From an optimization exercise on the open Yosys and OpenROAD flow, aimed at small area; shortcuts taken in it are not production practice. At most, simulation tests tie the RTL to the original design; equivalence was not proved. The clock input has no modelled driver; a real chip could not lean on it and would need a root buffer or a full tree. Power is estimated from default activity; no workload was simulated.

==> flow/design.v (excerpt) <==
module Convolution_pipeline(
    clk,
    rst_n,
    in_valid,
    In_IFM_1,
    In_IFM_2,
    In_IFM_3,
    In_IFM_4,
    In_Weight_1,
    In_Weight_2,
    In_Weight_3,
    In_Weight_4,
    Out_OFM
    );
input clk, rst_n;
input in_valid;
input [3:0] In_IFM_1;
input [3:0] In_IFM_2;
input [3:0] In_IFM_3;
input [3:0] In_IFM_4;
input [3:0] In_Weight_1;
input [3:0] In_Weight_2;
input [3:0] In_Weight_3;
input [3:0] In_Weight_4;
output [11:0] Out_OFM;
  ...
Size in the first run: ~210 cells after synthesis, about 49 flip-flops.
export LEC_CHECK = 0
export CAP_MARGIN = 0
export CORE_MARGIN = 2
export CORE_UTILIZATION = 60
export GPL_TIMING_DRIVEN = 0
export PLACE_DENSITY = 0.7
export SLEW_MARGIN = 0
export SYNTH_HIERARCHICAL = 1
export SYNTH_MINIMUM_KEEP_SIZE = 0
create_clock -name core_clock -period 3.0 [get_ports {clk}]
standard.sh (not shown) runs the stock make flow with config.mk's settings and CLKGATE_MAP_FILE= SYNTH_SCRIPT=/design/flow/synth_recipe.tcl, a recipe that flattens the netlist after the stock synthesis.
==> flow/flow/run.sh <==
#!/bin/bash
# The standard layout (the standard.sh), with these changes:
#  - the port buffers are buf_1 cells (the default picks a 10 um2 delay buffer)
#  - CTS inserts no dummy clock loads
#  - after CTS (post_cts.tcl): regroup_clock.tcl drives the clock pins from
#    three of CTS's four leaf buffers (same tree depth), and tiebuf.tcl makes
#    the buffers between tie cells and output ports buf_1
export BUFFER_PORTS_ARGS="-buffer_cell sky130_fd_sc_hd__buf_1"
export CTS_ARGS="-sink_clustering_enable -repair_clock_nets -dont_use_dummy_load"
export POST_CTS_TCL="$PWD/flow/post_cts.tcl"
export CLOCK_LEAVES=3
export TIE_BUF_CELL=sky130_fd_sc_hd__buf_1
bash standard.sh > standard.log 2>&1
==> flow/flow/tiebuf.tcl <==
# Buffers that only pass a tie cell's constant to an output port need no
# drive: make them TIE_BUF_CELL.
set block [ord::get_db_block]
foreach inst [$block getInsts] {
  set m [[$inst getMaster] getName]
  if {![string match "sky130_fd_sc_hd__buf_*" $m]} { continue }
  set a [$inst findITerm A]
  if {$a eq "NULL" || $a eq ""} { continue }
  set net [$a getNet]
  if {$net eq "NULL" || $net eq ""} { continue }
  set tie 0
  foreach it [$net getITerms] {
    if {[string match "sky130_fd_sc_hd__conb_*" [[[$it getInst] getMaster] getName]]} { set tie 1 }
  }
  if {$tie && $m ne $::env(TIE_BUF_CELL)} {
    puts "tie buffer [$inst getName]: $m -> $::env(TIE_BUF_CELL)"
    replace_cell [get_cells [$inst getName]] $::env(TIE_BUF_CELL)
  }
}
Other scripts of this flow, unchanged in this note and not shown: flow/flow/post_cts.tcl, flow/flow/regroup_clock.tcl
The first run completed without violations.
Next try:
--- a/flow/flow/run.sh
+++ b/flow/flow/run.sh
@@ -6,3 +6,3 @@
 #    three of CTS's four leaf buffers (same tree depth), and tiebuf.tcl makes
-#    the buffers between tie cells and output ports buf_1
+#    the buffers between tie cells and output ports buf_1, fed by one tie cell
 export BUFFER_PORTS_ARGS="-buffer_cell sky130_fd_sc_hd__buf_1"
==> flow/flow/tiebuf.tcl (replaced) <==
# Buffers that only pass a tie cell's constant to an output port need no
# drive: make them TIE_BUF_CELL, and let one tie cell drive them all.
proc tie_buffers {} {
  set block [ord::get_db_block]
  set keep ""
  foreach inst [$block getInsts] {
    set m [[$inst getMaster] getName]
    if {![string match "sky130_fd_sc_hd__buf_*" $m]} { continue }
    set net [[$inst findITerm A] getNet]
    if {$net eq "NULL" || $net eq ""} { continue }
    set tie ""
    foreach it [$net getITerms] {
      set ti [$it getInst]
      if {[string match "sky130_fd_sc_hd__conb_*" [[$ti getMaster] getName]]} { set tie $ti; set tiepin [[$it getMTerm] getName] }
    }
    if {$tie eq ""} { continue }
    if {$m ne $::env(TIE_BUF_CELL)} {
      puts "tie buffer [$inst getName]: $m -> $::env(TIE_BUF_CELL)"
      replace_cell [get_cells [$inst getName]] $::env(TIE_BUF_CELL)
    }
    # one tie cell for all: move this buffer to the first tie cell's net
    if {$keep eq ""} {
      if {[llength [$net getITerms]] == 2} { set keep [list $tie $tiepin $net] }
      continue
    }
    if {[lindex $keep 1] ne $tiepin || [llength [$net getITerms]] != 2} { continue }
    [$inst findITerm A] disconnect
    [$inst findITerm A] connect [lindex $keep 2]
    foreach it [$tie getITerms] { if {[$it getNet] ne "NULL" && [$it getNet] ne ""} { $it disconnect } }
    puts "tie cell [$tie getName] removed: [$inst getName] now driven by [[lindex $keep 0] getName]"
    odb::dbInst_destroy $tie
    odb::dbNet_destroy $net
  }
}
tie_buffers
Clock-buffer cell count stays the same. Global-route usage increases by 0.23 points. Hold slack is about the same. First-iteration DRC count increases by 8.4%.
No functional check of the RTL was part of any run of this note.


v6:
Another version of the RTL of Convolution_pipeline (not shown whole).
Size: roughly 210 cells after synthesis, about 50 flip-flops, about 47 I/O pins, about 3000 sq um of cells after synthesis.
==> flow/design.v (excerpt) <==
module Convolution_pipeline(
    clk,
    rst_n,
    in_valid,
    In_IFM_1,
    In_IFM_2,
    In_IFM_3,
    In_IFM_4,
    In_Weight_1,
    In_Weight_2,
    In_Weight_3,
    In_Weight_4,
    Out_OFM
    );
==> flow/config.mk <==
export PLATFORM = sky130hd
export DESIGN_NAME = Convolution_pipeline
export DESIGN_NICKNAME = Convolution_pipeline
export VERILOG_FILES = /design/flow/design.v
export SDC_FILE = /design/flow/constraint.sdc
export NUM_CORES = 4
export LEC_CHECK = 0
export CAP_MARGIN = 0
export CORE_MARGIN = 2
export CORE_UTILIZATION = 60
export GPL_TIMING_DRIVEN = 0
export PLACE_DENSITY = 0.7
export SLEW_MARGIN = 0
export SYNTH_HIERARCHICAL = 1
export SYNTH_MINIMUM_KEEP_SIZE = 0
==> flow/constraint.sdc <==
create_clock -name core_clock -period 3.0 [get_ports {clk}]
set_input_delay 0.6000 -clock core_clock [delete_from_list [all_inputs] [get_ports {clk}]]
set_output_delay 0.6000 -clock core_clock [all_outputs]
set_load 0.01 [all_outputs]
==> flow/flow/run.sh <==
#!/bin/bash
# The standard layout (the standard.sh), with these changes:
#  - the port buffers are buf_1 cells (the default picks a 10 um2 delay buffer)
#  - CTS inserts no dummy clock loads
#  - after CTS (post_cts.tcl): regroup_clock.tcl drives the clock pins from
#    three of CTS's four leaf buffers (same tree depth), and tiebuf.tcl makes
#    the buffers between tie cells and output ports buf_1
export BUFFER_PORTS_ARGS="-buffer_cell sky130_fd_sc_hd__buf_1"
export CTS_ARGS="-sink_clustering_enable -repair_clock_nets -dont_use_dummy_load"
export POST_CTS_TCL="$PWD/flow/post_cts.tcl"
export CLOCK_LEAVES=3
export TIE_BUF_CELL=sky130_fd_sc_hd__buf_1
bash standard.sh > standard.log 2>&1
==> flow/flow/post_cts.tcl <==
# Run after CTS (POST_CTS_TCL): regroup the clock tree's leaves, then shrink
# the buffers that drive constant output ports.
set flowdir [file dirname [info script]]
source [file join $flowdir regroup_clock.tcl]
source [file join $flowdir tiebuf.tcl]
==> flow/flow/regroup_clock.tcl <==
# Rebuild the leaf level of the clock tree that CTS made: the clock pins are
# split into CLOCK_LEAVES groups by position (k-means), each driven by one of
# CTS's own leaf buffers moved to the middle of its group; the leaf buffers
# left over are removed.  No clock pin changes its depth in the tree.
proc regroup_clock {} {
set block [ord::get_db_block]
set nleaf $::env(CLOCK_LEAVES)
set root [$block findInst clkbuf_0_clk]
set rootnet [[$root findITerm X] getNet]
set leaves {}
foreach it [$rootnet getITerms] {
  set inst [$it getInst]
  if {$inst != $root && [string match "*clkbuf*" [[$inst getMaster] getName]]} { lappend leaves $inst }
}
if {[llength $leaves] <= $nleaf} {
  puts "clock regroup: [llength $leaves] leaf buffers, nothing to do"
  return
}
# clock pins and their positions
set sinks {}
foreach leaf $leaves {
  foreach it [[[$leaf findITerm X] getNet] getITerms] {
    if {[$it getInst] == $leaf} { continue }
    set bb [[$it getInst] getBBox]
    lappend sinks [list $it [expr {([$bb xMin]+[$bb xMax])/2.0}] [expr {([$bb yMin]+[$bb yMax])/2.0}]]
  }
}
puts "clock regroup: [llength $sinks] clock pins, [llength $leaves] leaf buffers -> $nleaf"
# k-means, seeded by the sinks sorted along x
set srt [lsort -real -index 1 $sinks]
set n [llength $srt]
set cx {}; set cy {}
for {set k 0} {$k < $nleaf} {incr k} {
  set s [lindex $srt [expr {int(($k+0.5)*$n/$nleaf)}]]
  lappend cx [lindex $s 1]; lappend cy [lindex $s 2]
}
for {set iter 0} {$iter < 50} {incr iter} {
  set asg {}
  foreach s $sinks {
    set best 0; set bd 1e30
    for {set k 0} {$k < $nleaf} {incr k} {
      set d [expr {abs([lindex $s 1]-[lindex $cx $k]) + abs([lindex $s 2]-[lindex $cy $k])}]
      if {$d < $bd} { set bd $d; set best $k }
    }
    lappend asg $best
  }
  # balance: cap each group at ceil(n/nleaf)+1 by moving farthest members
  set ncx {}; set ncy {}
  for {set k 0} {$k < $nleaf} {incr k} {
    set sx 0; set sy 0; set c 0
    foreach s $sinks a $asg { if {$a == $k} { set sx [expr {$sx+[lindex $s 1]}]; set sy [expr {$sy+[lindex $s 2]}]; incr c } }
    if {$c > 0} { lappend ncx [expr {$sx/$c}]; lappend ncy [expr {$sy/$c}] } else { lappend ncx [lindex $cx $k]; lappend ncy [lindex $cy $k] }
  }
  set cx $ncx; set cy $ncy
}
set counts {}
for {set k 0} {$k < $nleaf} {incr k} { set c 0; foreach a $asg { if {$a == $k} { incr c } }; lappend counts $c }
puts "clock regroup: group sizes $counts"
# drop the extra leaf buffers
foreach leaf [lrange $leaves $nleaf end] {
  set onet [[$leaf findITerm X] getNet]
  foreach it [$onet getITerms] { $it disconnect }
  [$leaf findITerm A] disconnect
  odb::dbInst_destroy $leaf
  odb::dbNet_destroy $onet
}
set leaves [lrange $leaves 0 [expr {$nleaf-1}]]
# reconnect the clock pins and move the leaf buffers
foreach s $sinks { [lindex $s 0] disconnect }
for {set k 0} {$k < $nleaf} {incr k} {
  set leaf [lindex $leaves $k]
  set onet [[$leaf findITerm X] getNet]
  foreach s $sinks a $asg { if {$a == $k} { [lindex $s 0] connect $onet } }
  set bb [$leaf getBBox]
  $leaf setLocation [expr {int([lindex $cx $k] - ([$bb xMax]-[$bb xMin])/2)}] [expr {int([lindex $cy $k])}]
  $leaf setPlacementStatus PLACED
}
if {[info exists ::env(CLOCK_ROOT_CELL)]} { replace_cell [get_cells [$root getName]] $::env(CLOCK_ROOT_CELL) }
detailed_placement
estimate_parasitics -placement
}
regroup_clock
==> flow/flow/tiebuf.tcl <==
# Buffers that only pass a tie cell's constant to an output port need no
# drive: make them TIE_BUF_CELL.
set block [ord::get_db_block]
foreach inst [$block getInsts] {
  set m [[$inst getMaster] getName]
  if {![string match "sky130_fd_sc_hd__buf_*" $m]} { continue }
  set a [$inst findITerm A]
  if {$a eq "NULL" || $a eq ""} { continue }
  set net [$a getNet]
  if {$net eq "NULL" || $net eq ""} { continue }
  set tie 0
  foreach it [$net getITerms] {
    if {[string match "sky130_fd_sc_hd__conb_*" [[[$it getInst] getMaster] getName]]} { set tie 1 }
  }
  if {$tie && $m ne $::env(TIE_BUF_CELL)} {
    puts "tie buffer [$inst getName]: $m -> $::env(TIE_BUF_CELL)"
    replace_cell [get_cells [$inst getName]] $::env(TIE_BUF_CELL)
  }
}
#### Input delta (v7 over v6)
==> flow/flow/run.sh <==
#!/bin/bash
# The standard layout (the standard.sh), with three changes:
#  - the port buffers are buf_1 cells (the default picks a 10 um2 delay buffer)
#  - CTS inserts no dummy clock loads
#  - after CTS, regroup_clock.tcl drives the clock pins from three of CTS's
#    four leaf buffers instead of four (same tree depth)
export BUFFER_PORTS_ARGS="-buffer_cell sky130_fd_sc_hd__buf_1"
export CTS_ARGS="-sink_clustering_enable -repair_clock_nets -dont_use_dummy_load"
export POST_CTS_TCL="$PWD/flow/regroup_clock.tcl"
export CLOCK_LEAVES=3
bash standard.sh > standard.log 2>&1
-- flow/flow/regroup_clock.tcl --
<<< v6, line 4
# left over are removed.  No clock pin changes its depth in the tree.
proc regroup_clock {} {
set block [ord::get_db_block]
>>> v7, line 4
# left over are removed.  No clock pin changes its depth in the tree.
set block [ord::get_db_block]
<<< v6, line 80
estimate_parasitics -placement
}
regroup_clock
>>> v7, line 79
estimate_parasitics -placement
removed: flow/flow/post_cts.tcl
removed: flow/flow/tiebuf.tcl
[summary]
v7 and v6 all finish clean.
As far as cell area is concerned, v6 and v7 perform about the same.
~same overall routed net length in v7 and v6
v6 -> v7: total power flat
In terms of cell count, v6 and v7 differ only marginally.


Another version of the RTL of Convolution_pipeline (not shown whole).
Size in the first run: about 220 cells after synthesis, roughly 51 flip-flops, roughly 47 I/O pins, ~3200 um^2 of cells after synthesis.
==> flow/config.mk <==
export PLATFORM = sky130hd
export DESIGN_NAME = Convolution_pipeline
export DESIGN_NICKNAME = Convolution_pipeline
export VERILOG_FILES = /design/flow/design.v
export SDC_FILE = /design/flow/constraint.sdc
export NUM_CORES = 4
export LEC_CHECK = 0
export CAP_MARGIN = 20
export CORE_MARGIN = 2
export CORE_UTILIZATION = 40
export GPL_TIMING_DRIVEN = 0
export SLEW_MARGIN = 20
export SYNTH_HIERARCHICAL = 1
export SYNTH_MINIMUM_KEEP_SIZE = 0
==> flow/constraint.sdc <==
create_clock -name core_clock -period 3.0 [get_ports {clk}]
set_input_delay 0.6000 -clock core_clock [delete_from_list [all_inputs] [get_ports {clk}]]
set_output_delay 0.6000 -clock core_clock [all_outputs]
set_load 0.01 [all_outputs]
==> flow/flow/run.sh <==
#!/bin/bash
# Standard layout, with the port buffers made of buf_1 cells and no dummy clock loads.
export BUFFER_PORTS_ARGS="-buffer_cell sky130_fd_sc_hd__buf_1"
export CTS_ARGS="-sink_clustering_enable -repair_clock_nets -dont_use_dummy_load"
bash standard.sh > standard.log 2>&1
Edit:
==> flow/flow/run.sh (replaced) <==
#!/bin/bash
# Standard layout, with the port buffers made of buf_1 cells.
cp standard.sh standard_copy.sh.txt
export BUFFER_PORTS_ARGS="-buffer_cell sky130_fd_sc_hd__buf_1"
bash standard.sh > standard.log 2>&1
ABC_AREA = 1   (was unset)
Wire length went up by 4.0%.
Setup slack improves by 0.033 ns.
First-iteration DRC count went down by 28%.
Register-to-register slack improves by 0.08 ns.
Total power went up by about 10%.
Sequential power barely changes.
Cell area went up by about 2.6%.
Via count went up by 7.7%.
Utilization went up by 0.72 points.
Edit:
==> flow/flow/run.sh (replaced) <==
#!/bin/bash
# Standard layout, with the port buffers made of buf_1 cells and no dummy clock loads.
export BUFFER_PORTS_ARGS="-buffer_cell sky130_fd_sc_hd__buf_1"
export CTS_ARGS="-sink_clustering_enable -repair_clock_nets -dont_use_dummy_load -buf_list {sky130_fd_sc_hd__clkbuf_4 sky130_fd_sc_hd__clkbuf_8}"
bash standard.sh > standard.log 2>&1
ABC_AREA = unset   (was 1)
Final cell count is lower by a little under a tenth.
Routed wire length goes down by a few percent.
Clock skew is higher by 0.022 ns.
Worst hold slack hardly moves.
Worst setup slack degrades by 0.033 ns.
Via count fell by a little under a tenth.
Critical path depth is unchanged.
Edit:
==> flow/flow/run.sh (replaced) <==
#!/bin/bash
# Standard layout, with the port buffers made of buf_1 cells and no dummy clock loads.
export BUFFER_PORTS_ARGS="-buffer_cell sky130_fd_sc_hd__buf_1"
export CTS_ARGS="-sink_clustering_enable -repair_clock_nets -dont_use_dummy_load"
bash standard.sh > standard.log 2>&1
CORE_UTILIZATION = 60   (was 40)
PLACE_DENSITY = 0.7   (was unset)
Outcome: The new run finished with timing, DRC and antenna clean. Routed wire length stays flat. Fmax barely changes. Total power increases slightly.
Edit:
==> flow/flow/run.sh (replaced) <==
#!/bin/bash
# Standard layout, with the port buffers made of buf_1 cells.
cp standard.sh standard_copy.sh.txt
export BUFFER_PORTS_ARGS="-buffer_cell sky130_fd_sc_hd__buf_1"
bash standard.sh > standard.log 2>&1
CORE_UTILIZATION = 40   (was 60)
GPL_TIMING_DRIVEN = unset   (was 0)
PLACE_DENSITY = unset   (was 0.7)
What happened:
- critical path depth stays the same
- non-clock buffer count went up by 15
- die area goes up by 47%
- total power rises by 3.1%
Function was not checked in any run of this note: the RTL went through the layout flow alone.

-- what the ideal ports hide --
The flow's constraints put no driver on any port. The routed layouts listed below were extracted and timed again, unchanged, in two steps.
Step 1 assumes that a clkbuf_16 drives the clock port and a buf_2 every other input.
Step 2 moves the port delays by t, midway between the first and last clock arrival at a register: inputs arrive t later, outputs are due t later. That takes back most of the time a late clock gives input paths.
a / b / c = no drivers / after step 1 / after step 2; a / b = the first two.
run	t, ns	setup slack, ns	hold WS [ns]
the first run of note 1	0.307	0.071 / 0.078 / -0.229	0.282 / 0.280 / 0.395
the second run of note 1	0.307	0.071 / 0.079 / -0.228	0.282 / 0.280 / 0.395
v6	0.317	0.120 / 0.120 / -0.126	0.272 / 0.271 / 0.419
v7	0.317	0.120 / 0.120 / -0.126	0.272 / 0.271 / 0.419
the first run of note 3	0.314	0.159 / 0.165 / -0.149	0.283 / 0.280 / 0.403
the second run of note 3	0.323	0.191 / 0.198 / -0.124	0.282 / 0.278 / 0.419
the third run of note 3	0.314	0.159 / 0.165 / -0.149	0.283 / 0.280 / 0.403
the fourth run of note 3	0.318	0.152 / 0.152 / -0.102	0.277 / 0.273 / 0.406
the fifth run of note 3	0.323	0.184 / 0.184 / -0.133	0.285 / 0.284 / 0.426
Met with ideal ports but missed after step 2: setup timing in every run listed. The setup slack of the fifth run of note 3, which loses most, moves by 0.000 ns with the drivers and by -0.317 ns with both steps.
